Context: an optimization exercise on an open-source flow, tuned for small area. The choices shown serve that exercise and are no tape-out recipe. Function was checked by simulation only, so behaviour that the tests miss may differ from the original. Power is estimated from default activity; no workload was simulated.

Design axis_line_buffer, start of the top module:
module axis_line_buffer (
    input           clk,
    input           rst_n,
    input           config_pulse,
    input  [15:0]   config_width,
    input  [15:0]   config_height,
    output          done,
    input  [7:0]    s_axis_pix_tdata,
    input           s_axis_pix_tvalid,
    output          s_axis_pix_tready,
    output [71:0]   m_axis_win_tdata,
    output          m_axis_win_tvalid,
    input           m_axis_win_tready
    );
clock: 5.0 ns
lec_check: 0
cap_margin: 20
core_margin: 2
core_utilization: 70
slew_margin: 20
standard.sh (not shown) runs the stock make flow with config.mk's settings and CLKGATE_MAP_FILE= SYNTH_SCRIPT=/design/flow/synth_recipe.tcl, a recipe that flattens the netlist after the stock synthesis.
==> flow/flow/run.sh <==
#!/bin/bash
# Standard ORFS layout (the standard.sh) with two changes:
#  - clock tree synthesis with small clock buffers, a chosen sink cluster
#    size, and no dummy loads,
#  - port buffers use the smallest buffer cell.
export CTS_ARGS="-sink_clustering_enable -repair_clock_nets -dont_use_dummy_load -buf_list sky130_fd_sc_hd__clkbuf_4 -sink_clustering_size 10 -sink_clustering_max_diameter 40"
export BUFFER_PORTS_ARGS="-buffer_cell sky130_fd_sc_hd__buf_1"
bash standard.sh finish > standard.log 2>&1
The first run completed without violations.
Rerun with:
Settings changed: CAP_MARGIN 20 to 0, CORE_UTILIZATION 70 to 65, SLEW_MARGIN 20 to 0.
=> Final area barely changes; power is about the same; worst setup slack improves by 0.034 ns; critical path depth rises by 3; clock-buffer cell count falls by 1; die area rises by a little under a tenth; worst hold slack improves by 0.050 ns; wire length rises slightly.
Rerun with:
==> flow/flow/run.sh (replaced) <==
#!/bin/bash
# Standard ORFS layout (the standard.sh) with two changes:
#  - clock tree synthesis with small clock buffers, a chosen sink cluster
#    size, and no dummy loads,
#  - port buffers use the smallest buffer cell.
export CTS_ARGS="-sink_clustering_enable -repair_clock_nets -dont_use_dummy_load -buf_list sky130_fd_sc_hd__clkbuf_4 -sink_clustering_size 11 -sink_clustering_max_diameter 40"
export BUFFER_PORTS_ARGS="-buffer_cell sky130_fd_sc_hd__buf_1"
bash standard.sh finish > standard.log 2>&1
Settings changed: CAP_MARGIN 0 to 20, SLEW_MARGIN 0 to 20.
Outcome:
- synthesized cell count does not change
- count of clock-buffer cells in the layout came out lower by 15
- clock skew came out higher by 0.012 ns
Rerun with:
==> flow/flow/run.sh (replaced) <==
#!/bin/bash
# Standard ORFS layout (the standard.sh) with two changes:
#  - clock tree synthesis with small clock buffers, a chosen sink cluster
#    size, and no dummy loads,
#  - port buffers use the smallest buffer cell.
export CTS_ARGS="-sink_clustering_enable -repair_clock_nets -dont_use_dummy_load -buf_list sky130_fd_sc_hd__clkbuf_4 -sink_clustering_size 12 -sink_clustering_max_diameter 30"
export BUFFER_PORTS_ARGS="-buffer_cell sky130_fd_sc_hd__buf_1"
bash standard.sh finish > standard.log 2>&1
Settings changed: CORE_UTILIZATION 65 to 70.
The new run ran to the end with no violations.
Utilization grows by 6.0 points.
Final area rises slightly.
Power rises by a few percent.
Routed wire length hardly moves.
Maximum frequency hardly moves.
Rerun with:
==> flow/flow/run.sh (replaced) <==
#!/bin/bash
# Standard ORFS layout (the standard.sh) with two changes:
#  - clock tree synthesis with small clock buffers, a chosen sink cluster
#    size, and no dummy loads,
#  - port buffers use the smallest buffer cell.
export CTS_ARGS="-sink_clustering_enable -repair_clock_nets -dont_use_dummy_load -buf_list sky130_fd_sc_hd__clkbuf_8 -sink_clustering_size 20 -sink_clustering_max_diameter 30"
export BUFFER_PORTS_ARGS="-buffer_cell sky130_fd_sc_hd__buf_1"
bash standard.sh finish > standard.log 2>&1
Settings changed: CORE_UTILIZATION 70 to 65.
What happened: Combinational power decreases by about 2%; die area rose by 7.6%; cell count climbs by 2.4%; setup slack got worse by 0.016 ns; utilization is lower by 3.2 points; via count is lower by 0.67%.
Rerun with:
==> flow/flow/run.sh (replaced) <==
#!/bin/bash
# Standard ORFS layout (the standard.sh) with two changes:
#  - clock tree synthesis with small clock buffers, a chosen sink cluster
#    size, and no dummy loads,
#  - port buffers use the smallest buffer cell.
export CTS_ARGS="-sink_clustering_enable -repair_clock_nets -dont_use_dummy_load -buf_list sky130_fd_sc_hd__clkbuf_4 -sink_clustering_size 10 -sink_clustering_max_diameter 40"
export BUFFER_PORTS_ARGS="-buffer_cell sky130_fd_sc_hd__buf_1"
bash standard.sh finish > standard.log 2>&1
Result: The changed run produced a clean layout. Via count decreases by 1.1%. Total power shrinks by 13%. Combinational power goes up by about 1%. Final area shrinks by 3.7%. First-iteration DRC count grows by 0.37%. Cell count is lower by 1.9%. Clock power decreases by 39%.


Setup of job 7374:
Starting RTL as in the previous note.
## axis_line_buffer
module axis_line_buffer (
    input           clk,
    input           rst_n,
    input           config_pulse,
    input  [15:0]   config_width,
    input  [15:0]   config_height,
    output          done,
    input  [7:0]    s_axis_pix_tdata,
    input           s_axis_pix_tvalid,
    output          s_axis_pix_tready,
    output [71:0]   m_axis_win_tdata,
    output          m_axis_win_tvalid,
    input           m_axis_win_tready
    );
    reg             done_r;
    reg     [6:0]   wm_r;        
    reg     [7:0]   col_r;       
    reg     [15:0]  hrem_r;      
    reg     [1:0]   row_r;       
    assign  done = done_r;
    wire    win_valid = row_r[1] && (col_r != 8'd253) && (col_r != 8'd254);
    assign  s_axis_pix_tready = m_axis_win_tready || !win_valid;
    assign  m_axis_win_tvalid = win_valid && s_axis_pix_tvalid;
    wire    en       = s_axis_pix_tvalid && s_axis_pix_tready;
    wire    line_end = (col_r == {1'b0, wm_r});
    wire    last     = (hrem_r == 16'd1);
    always @(posedge clk) begin
        if (!rst_n) begin
            done_r  <= 1'b1;
        end
        else if (done_r) begin
            if (config_pulse)
                done_r <= 1'b0;
        end
        else if (en && line_end && last) begin
            done_r  <= 1'b1;
        end
    end
    always @(posedge clk) begin
        if (!rst_n || done_r)
            row_r   <= 2'b00;
        else if (en && line_end)
            row_r   <= {row_r[1] | row_r[0], 1'b1};
    end
    always @(posedge clk) begin
        if (done_r)
            wm_r    <= config_width[6:0] - 7'd4;
    end
    always @(posedge clk) begin
        if (done_r) begin
  ...
export LEC_CHECK = 0
export CAP_MARGIN = 20
export CORE_MARGIN = 2
export CORE_UTILIZATION = 65
export SLEW_MARGIN = 20
create_clock -name core_clock -period 5.0 [get_ports {clk}]
==> flow/flow/run.sh <==
#!/bin/bash
# Standard ORFS layout (the standard.sh) with two changes:
#  - clock tree synthesis with small clock buffers, a chosen sink cluster
#    size, and no dummy loads,
#  - port buffers use the smallest buffer cell.
export CTS_ARGS="-sink_clustering_enable -repair_clock_nets -dont_use_dummy_load -buf_list sky130_fd_sc_hd__clkbuf_4 -sink_clustering_size 11 -sink_clustering_max_diameter 50"
export BUFFER_PORTS_ARGS="-buffer_cell sky130_fd_sc_hd__buf_1"
bash standard.sh finish > standard.log 2>&1
Changes in job 2079 relative to job 7374:
==> flow/flow/run.sh <==
#!/bin/bash
# Standard ORFS layout (the standard.sh) with two changes:
#  - clock tree synthesis: clkbuf_16 for the root and upper levels, a small
#    leaf buffer with a chosen sink cluster size, and no dummy loads,
#  - port buffers use the smallest buffer cell.
export CTS_ARGS="-sink_clustering_enable -repair_clock_nets -dont_use_dummy_load -root_buf sky130_fd_sc_hd__clkbuf_16 -tree_buf sky130_fd_sc_hd__clkbuf_16 -buf_list sky130_fd_sc_hd__clkbuf_4 -sink_clustering_buffer sky130_fd_sc_hd__clkbuf_4 -sink_clustering_size 12 -sink_clustering_max_diameter 30"
export BUFFER_PORTS_ARGS="-buffer_cell sky130_fd_sc_hd__buf_1"
bash standard.sh finish > standard.log 2>&1
--- a/flow/config.mk
+++ b/flow/config.mk
@@ -10 +10 @@
-export CORE_UTILIZATION = 65
+export CORE_UTILIZATION = 70
Results
- Job 7374 vs job 2079, slowest library cell on the worst path: buf_12 vs clkinvlp_4
- Per the comparison of job 2079 with job 7374, path length in cells of the critical path climbed 3; switching share of total power dropped 0.34 points; total vias in the final route climbed about 2%; final-layout clock buffer total climbed 106; total power climbed 9.4%.
- Compared with job 7374, job 2079 shows a lower count of placed standard cells including taps.
- Cmp job 2079 and job 7374 / standby leakage power / higher: job 2079
Here is what was changed in the inputs of job 1268 compared with job 2079.
==> flow/flow/run.sh <==
#!/bin/bash
# Standard ORFS layout (the standard.sh) with two changes:
#  - clock tree synthesis with small clock buffers, a chosen sink cluster
#    size, and no dummy loads,
#  - port buffers use the smallest buffer cell.
export CTS_ARGS="-sink_clustering_enable -repair_clock_nets -dont_use_dummy_load -buf_list sky130_fd_sc_hd__clkbuf_4 -sink_clustering_size 10 -sink_clustering_max_diameter 40"
export BUFFER_PORTS_ARGS="-buffer_cell sky130_fd_sc_hd__buf_1"
bash standard.sh finish > standard.log 2>&1
--- a/flow/config.mk
+++ b/flow/config.mk
@@ -8 +8 @@
-export CAP_MARGIN = 20
+export CAP_MARGIN = 5
@@ -10,2 +10,2 @@
-export CORE_UTILIZATION = 70
-export SLEW_MARGIN = 20
+export CORE_UTILIZATION = 65
+export SLEW_MARGIN = 5
Results
No stage failed in job 1268, and the final checks on the layout all came back clean. In job 1268, the critical path arrival came out 310 ps above the value in job 2079. Of job 1268 and job 2079, it is job 1268 that has the higher sequential share of layout area. On fraction of area in clock buffers and inverters: between job 1268 and job 2079, it ends up higher for job 2079. Relative to job 2079, the total power of job 1268 is lower by 2.4 mW. Summary: with job 2079 as the reference, cell count after placement in job 1268 moved up by a few percent. Job 1268 ended up with input pin to flip-flop as its class of the tightest hold or removal check; job 2079 ended up with flip-flop to flip-flop. From job 2079 to job 1268 the numbers moved as follows: pin count of the biggest net entering global routing rose by about 5%; layout overhead on the synthesized area -1.9 points; setup slack of the critical path after layout decreased by 290 ps relative to the old numbers.

re-timing with driven ports:
The results above use ideal ports. As a check the final layouts listed here were re-extracted and re-timed, cells and wires unchanged.
Step 1 assumes that a clkbuf_16 drives the clock port and a buf_2 every other input.
Step 2 adds t to the input delays and takes it off the output delays; t is the mean of the earliest and latest rising clock arrival at the registers after step 1. Input paths then give back, and output paths get back, about the clock's delay inside the block.
a / b / c = no drivers / after step 1 / after step 2; a / b = the first two.
| run | shift t [ns] | setup slack, ns | worst setup path after step 2 | worst slew at a driven data input, ns |
|---|---|---|---|---|
| the first run of note 1 | 1.141 | 1.480 / 1.411 / 1.682 | input to register | 0.04 |
| the second run of note 1 | 1.155 | 1.514 / 1.484 / 1.268 | input to register | 0.05 |
| the third run of note 1 | 1.156 | 1.468 / 1.468 / 1.260 | input to register | 0.05 |
| the fourth run of note 1 | 1.190 | 1.463 / 1.392 / 1.646 | input to register | 0.04 |
| the fifth run of note 1 | 0.949 | 1.447 / 1.447 / 1.229 | input to register | 0.05 |
| the sixth run of note 1 | 1.155 | 1.514 / 1.484 / 1.268 | input to register | 0.05 |
| job 7374 | 1.147 | 1.473 / 1.473 / 1.256 | input to register | 0.05 |
| job 2079 | 0.863 | 1.800 / 1.738 / 1.627 | input to register | 0.04 |
| job 1268 | 1.155 | 1.514 / 1.484 / 1.268 | input to register | 0.05 |
After both steps every run listed still meets setup and hold.
